This design comes from an exercise in tuning for small area and a short achievable clock period on the open sky130 flow, not from production work. The RTL was checked by simulation tests, not by an equivalence proof against the original design. No activity file was given, so power comes from the tool's default toggle rates.

Setup of onyx:
==> flow/design.v (excerpt) <==
module BLOCK_ULA_OPS #(
    parameter DATA_WIDTH = 8,
    parameter ADDR_WIDTH = 12,
    parameter ULA_WIDTH = 24
    ) (
        input clk,
        input [(ADDR_WIDTH-1):0] MUX_REG1_IN,                    
        input [(DATA_WIDTH-1):0] REG1_IN,
        input [(DATA_WIDTH-1):0] MUX_REG2_IN_0,  
        input [(ADDR_WIDTH-1):0] MUX_REG2_IN_1,  
        input [(ADDR_WIDTH-1):0] MUX_REG2_IN_2,  
        input [(DATA_WIDTH-1):0] REG2_IN,
        output wire [(ULA_WIDTH-1):0] ULA_OUT,
        output reg REG_COMP_OUT,
        output reg REG_OVERFLOW_OUT,
        input [1:0] SEL_MUX1,
        input [1:0] SEL_MUX2,
        input CTRL_REG_OP1, CTRL_REG_OP2,
        input CTRL_REG_OVERFLOW, CTRL_REG_COMP,
        input [3:0] SEL_ULA
    );
Size: about 670 cells after synthesis, ~99 I/O pins.
export LEC_CHECK = 0
export CAP_MARGIN = 20
export CORE_MARGIN = 2
export CORE_UTILIZATION = 55
export PLACE_DENSITY = 0.7
export SETUP_SLACK_MARGIN = 1.0
export SLEW_MARGIN = 20
export SYNTH_HIERARCHICAL = 1
create_clock -name core_clock -period 11.0 [get_ports {clk}]
standard.sh (not shown) runs the stock make flow with config.mk's settings and CLKGATE_MAP_FILE= SYNTH_SCRIPT=/design/flow/synth_recipe.tcl, a recipe that flattens the netlist after the stock synthesis.
==> flow/flow/run.sh <==
#!/bin/bash
# The standard layout, with the port buffers that buffer_ports inserts made
# sky130_fd_sc_hd__buf_1 instead of the cell it picks on its own.
set -euo pipefail
bash standard.sh BUFFER_PORTS_ARGS="-buffer_cell sky130_fd_sc_hd__buf_1" finish > standard_make.log 2>&1
The following lists how delta was set up differently from onyx:
Settings: a change of CORE_UTILIZATION from 55 to 65; a change of PLACE_DENSITY from 0.7 to 0.75.
Results
- [diff] area enclosed by the die boundary, delta relative to onyx: improvement
- delta vs onyx: net switching share of the total power up
- delta vs onyx: worst slew margin relative to its limit down
- Synthesis-to-finish area growth for delta is lower than for onyx.
- delta and onyx ended up with roughly the same final clock skew.
- Comparing half-perimeter wire length after placement for onyx and delta, the bigger number came from onyx.
- Sequential cell count: delta vs onyx identical
- Diff onyx -> delta: transition time at the pin with the least slew margin rose 0.063 ns; wire length of the first global-routing pass rose 3.3%.
- Compared with onyx, in delta overall die width shows a reduction of about 8%, post-route total power shows an increase of about 1.3%.
--- input diff delta..harbor ---
Settings: changing SETUP_SLACK_MARGIN from 1.0 to 0.7.
==> run notes <==
Setup slack: harbor less than delta. Summary: post-route worst hold slack, harbor worse than delta. Compared with delta, in harbor amount of wire on met3 after detailed routing went down, synthesis-to-layout area growth went down, highest attainable clock frequency went down, multi-input combinational cell area went down. | final core utilization | higher: delta |. Fraction of power consumed by the clock network essentially unchanged between harbor and delta. Area: harbor vs delta -> harbor smaller.

BLOCK_ULA_OPS again, from the RTL that the note above started with.
// BLOCK_ULA_OPS
module BLOCK_ULA_OPS #(
    parameter DATA_WIDTH = 8,
    parameter ADDR_WIDTH = 12,
    parameter ULA_WIDTH = 24
    ) (
        input clk,
        input [(ADDR_WIDTH-1):0] MUX_REG1_IN,                    
        input [(DATA_WIDTH-1):0] REG1_IN,
        input [(DATA_WIDTH-1):0] MUX_REG2_IN_0,  
        input [(ADDR_WIDTH-1):0] MUX_REG2_IN_1,  
        input [(ADDR_WIDTH-1):0] MUX_REG2_IN_2,  
        input [(DATA_WIDTH-1):0] REG2_IN,
        output wire [(ULA_WIDTH-1):0] ULA_OUT,
        output reg REG_COMP_OUT,
        output reg REG_OVERFLOW_OUT,
        input [1:0] SEL_MUX1,
        input [1:0] SEL_MUX2,
        input CTRL_REG_OP1, CTRL_REG_OP2,
        input CTRL_REG_OVERFLOW, CTRL_REG_COMP,
        input [3:0] SEL_ULA
    );
reg [(DATA_WIDTH-1):0] REG1_OUT, REG2_OUT;
    always @ (posedge clk)  
    begin
        if(CTRL_REG_OP1)
            REG1_OUT <= REG1_IN;
    end
    always @ (posedge clk)  
    begin
        if(CTRL_REG_OP2)
            REG2_OUT <= REG2_IN;
    end
    wire ahi = (SEL_MUX1 == 2'b01);
    wire [11:0] a12 = (SEL_MUX1 == 2'b00) ? 12'h000 :
                      (SEL_MUX1 == 2'b01) ? 12'hFFF :
                      (SEL_MUX1 == 2'b10) ? MUX_REG1_IN :
                                            {4'h0, REG1_OUT};
    wire [11:0] b12 = (SEL_MUX2 == 2'b00) ? MUX_REG2_IN_2 :
  ...
Settings: LEC_CHECK=0, CAP_MARGIN=20, CORE_MARGIN=2, CORE_UTILIZATION=65, PLACE_DENSITY=0.75, SETUP_SLACK_MARGIN=0.9, SLEW_MARGIN=20, SYNTH_HIERARCHICAL=1; clock period 11.0 ns.
==> flow/flow/run.sh <==
#!/bin/bash
# The standard layout, with the port buffers that buffer_ports inserts made
# sky130_fd_sc_hd__buf_2 instead of the cell it picks on its own.
set -euo pipefail
bash standard.sh BUFFER_PORTS_ARGS="-buffer_cell sky130_fd_sc_hd__buf_2" finish > standard_make.log 2>&1
Then changed:
==> flow/flow/run.sh (replaced) <==
#!/bin/bash
# The standard layout, with the port buffers that buffer_ports inserts made
# sky130_fd_sc_hd__buf_1 instead of the cell it picks on its own.
set -euo pipefail
bash standard.sh BUFFER_PORTS_ARGS="-buffer_cell sky130_fd_sc_hd__buf_1" finish > standard_make.log 2>&1
--- a/flow/config.mk
+++ b/flow/config.mk
@@ -11,3 +11,3 @@
 export PLACE_DENSITY = 0.75
-export SETUP_SLACK_MARGIN = 0.9
+export SETUP_SLACK_MARGIN = 1.8
 export SLEW_MARGIN = 20
Worst hold slack improves by 0.072 ns.
Total power rose by 22%.
Utilization went up by 12 points.
Cell area climbs by 16%.
Die area stays the same.
Worst setup slack gets better by 0.36 ns.
Wire length went up by 29%.
Then changed:
--- a/flow/config.mk
+++ b/flow/config.mk
@@ -11,3 +11,2 @@
 export PLACE_DENSITY = 0.75
-export SETUP_SLACK_MARGIN = 1.8
 export SLEW_MARGIN = 20
The new run passed the timing, DRC and antenna checks.
Via count shrinks by 14%.
Routed wire length went down by 24%.
First-iteration DRC count fell by 55%.
Setup slack degrades by 0.95 ns.
Global-route usage drops by 5.1 points.
Cell area shrinks by 16%.
Total power came out lower by 20%.
Die area is unchanged.
Then changed:
--- a/flow/config.mk
+++ b/flow/config.mk
@@ -11,2 +11,3 @@
 export PLACE_DENSITY = 0.75
+export SETUP_SLACK_MARGIN = 0.8
 export SLEW_MARGIN = 20
Die area is unchanged.
First-iteration DRC count grows by roughly a tenth.
Power grows slightly.
Area after synthesis does not change.
Via count is higher slightly.
Setup slack gets better by 0.49 ns.
Clock-buffer cell count stays the same.
Final area is higher slightly.

## JK
BLOCK_ULA_OPS again, from the RTL that the note above started with.
## BLOCK_ULA_OPS
module BLOCK_ULA_OPS #(
    parameter DATA_WIDTH = 8,
    parameter ADDR_WIDTH = 12,
    parameter ULA_WIDTH = 24
    ) (
        input clk,
        input [(ADDR_WIDTH-1):0] MUX_REG1_IN,                    
        input [(DATA_WIDTH-1):0] REG1_IN,
        input [(DATA_WIDTH-1):0] MUX_REG2_IN_0,  
        input [(ADDR_WIDTH-1):0] MUX_REG2_IN_1,  
        input [(ADDR_WIDTH-1):0] MUX_REG2_IN_2,  
        input [(DATA_WIDTH-1):0] REG2_IN,
        output wire [(ULA_WIDTH-1):0] ULA_OUT,
        output reg REG_COMP_OUT,
        output reg REG_OVERFLOW_OUT,
        input [1:0] SEL_MUX1,
        input [1:0] SEL_MUX2,
        input CTRL_REG_OP1, CTRL_REG_OP2,
        input CTRL_REG_OVERFLOW, CTRL_REG_COMP,
        input [3:0] SEL_ULA
    );
==> flow/config.mk <==
export PLATFORM = sky130hd
export DESIGN_NAME = BLOCK_ULA_OPS
export DESIGN_NICKNAME = BLOCK_ULA_OPS
export VERILOG_FILES = /design/flow/design.v
export SDC_FILE = /design/flow/constraint.sdc
export NUM_CORES = 4
export LEC_CHECK = 0
export CAP_MARGIN = 20
export CORE_MARGIN = 2
export CORE_UTILIZATION = 65
export GPL_TIMING_DRIVEN = 0
export PLACE_DENSITY = 0.75
export SLEW_MARGIN = 20
export SYNTH_HIERARCHICAL = 1
==> flow/constraint.sdc <==
create_clock -name core_clock -period 11.0 [get_ports {clk}]
set_input_delay 2.2000 -clock core_clock [delete_from_list [all_inputs] [get_ports {clk}]]
set_output_delay 2.2000 -clock core_clock [all_outputs]
set_load 0.01 [all_outputs]
==> flow/flow/run.sh <==
#!/bin/bash
# The standard layout, with the port buffers that buffer_ports inserts made
# sky130_fd_sc_hd__buf_1 instead of the cell it picks on its own.
set -euo pipefail
bash standard.sh BUFFER_PORTS_ARGS="-buffer_cell sky130_fd_sc_hd__buf_1" finish > standard_make.log 2>&1
Edits applied to the flow inputs when going from JK to MS:
Settings: SETUP_SLACK_MARGIN newly set to 0.9; PLACE_DENSITY changed from 0.75 to 0.7; CORE_UTILIZATION changed from 65 to 55.
--- outcome ---
MS closes out successfully: all stages finished, all timing, DRC and antenna checks passed. The global-route usage in MS was lower than what JK gave. Compared with JK, in MS horizontal die dimension up 8.4%, data arrival time at the worst-slack endpoint now smaller, power dissipated in sequential cells stayed essentially flat, final worst slack rose 0.73 ns, share of the core filled with cells down 8.4 points. From JK to MS the numbers moved as follows: total design power went up; timing-limited maximum frequency climbed 7.4%; count of pins over their slew limit barely changed; cell count shows an increase of 36.
Inputs modified between MS and AL:
Settings: GPL_TIMING_DRIVEN removed (was 0).
Results
| wire length of the first global-routing pass | AL vs MS | 2.4% lower |. Lower final worst hold slack among AL and MS: MS. AL against MS: final standard cell utilization of the core -1.6 points; number of global-route vias before repair -about 0.9%.

Starting RTL as in the previous note.
==> flow/design.v (excerpt) <==
module BLOCK_ULA_OPS #(
    parameter DATA_WIDTH = 8,
    parameter ADDR_WIDTH = 12,
    parameter ULA_WIDTH = 24
    ) (
        input clk,
        input [(ADDR_WIDTH-1):0] MUX_REG1_IN,                    
        input [(DATA_WIDTH-1):0] REG1_IN,
        input [(DATA_WIDTH-1):0] MUX_REG2_IN_0,  
        input [(ADDR_WIDTH-1):0] MUX_REG2_IN_1,  
        input [(ADDR_WIDTH-1):0] MUX_REG2_IN_2,  
        input [(DATA_WIDTH-1):0] REG2_IN,
        output wire [(ULA_WIDTH-1):0] ULA_OUT,
        output reg REG_COMP_OUT,
        output reg REG_OVERFLOW_OUT,
        input [1:0] SEL_MUX1,
        input [1:0] SEL_MUX2,
        input CTRL_REG_OP1, CTRL_REG_OP2,
        input CTRL_REG_OVERFLOW, CTRL_REG_COMP,
        input [3:0] SEL_ULA
    );
export LEC_CHECK = 0
export CAP_MARGIN = 20
export CORE_MARGIN = 2
export CORE_UTILIZATION = 65
export PLACE_DENSITY = 0.75
export SETUP_SLACK_MARGIN = 0.5
export SLEW_MARGIN = 20
export SYNTH_HIERARCHICAL = 1
create_clock -name core_clock -period 11.0 [get_ports {clk}]
Scripts as last shown in full above: flow/flow/run.sh
Edit:
Settings changed: CORE_UTILIZATION 65 to 45, PLACE_DENSITY 0.75 to 0.65, SETUP_SLACK_MARGIN 0.5 to 0.9.
The changed run passed the timing, DRC and antenna checks.
Sequential power barely changes.
Via count shrinks by 1.4%.
Die area grows by 42%.
Critical path depth shrinks by 2.
Final area grows by 3.5%.
Sequential share of layout area shrinks by 0.29 points.
Global-route usage shrinks by 9.9 points.
Area after synthesis does not change.

[re-timing with driven ports]
In the flow no input, the clock included, has a driving cell. The finished layouts below were timed again as built, in two steps.
Step 1 (the two cells are an assumption about what drives the block):
set clk [get_ports {clk}]
set_driving_cell -lib_cell sky130_fd_sc_hd__clkbuf_16 $clk
set_driving_cell -lib_cell sky130_fd_sc_hd__buf_2 [delete_from_list [all_inputs] $clk]
Step 2 moves the port delays by t, midway between the first and last clock arrival at a register: inputs arrive t later, outputs are due t later. That takes back most of the time a late clock gives input paths.
Slacks: ideal / step 1 / step 2; pairs: ideal / step 1.
run	t, ns	setup slack, ns	worst setup path after step 2	worst slew at a driven data input, ns	cell pins on the clock port's net
onyx	0.264	1.229 / 1.203 / 1.203	input to output	0.04	1
delta	0.279	1.194 / 1.169 / 1.169	input to output	0.04	1
harbor	0.278	0.972 / 0.951 / 0.951	input to output	0.04	1
the first run of note 2	0.272	1.149 / 1.130 / 1.130	input to output	0.05	1
the second run of note 2	0.287	1.511 / 1.444 / 1.444	input to output	0.08	1
the third run of note 2	0.278	0.564 / 0.542 / 0.542	input to output	0.04	1
the fourth run of note 2	0.278	1.049 / 1.011 / 1.011	input to output	0.04	1
JK	0.270	0.322 / 0.298 / 0.298	input to output	0.04	1
MS	0.270	1.054 / 1.033 / 1.033	input to output	0.04	1
AL	0.264	1.201 / 1.175 / 1.175	input to output	0.04	1
the first run of note 4	0.277	0.744 / 0.716 / 0.716	input to output	0.04	1
the second run of note 4	0.271	1.223 / 1.197 / 1.197	input to output	0.04	1
After both steps every run listed still meets setup and hold. The setup slack of the second run of note 2, which loses most, moves by -0.067 ns with the drivers and by -0.067 ns with both steps.
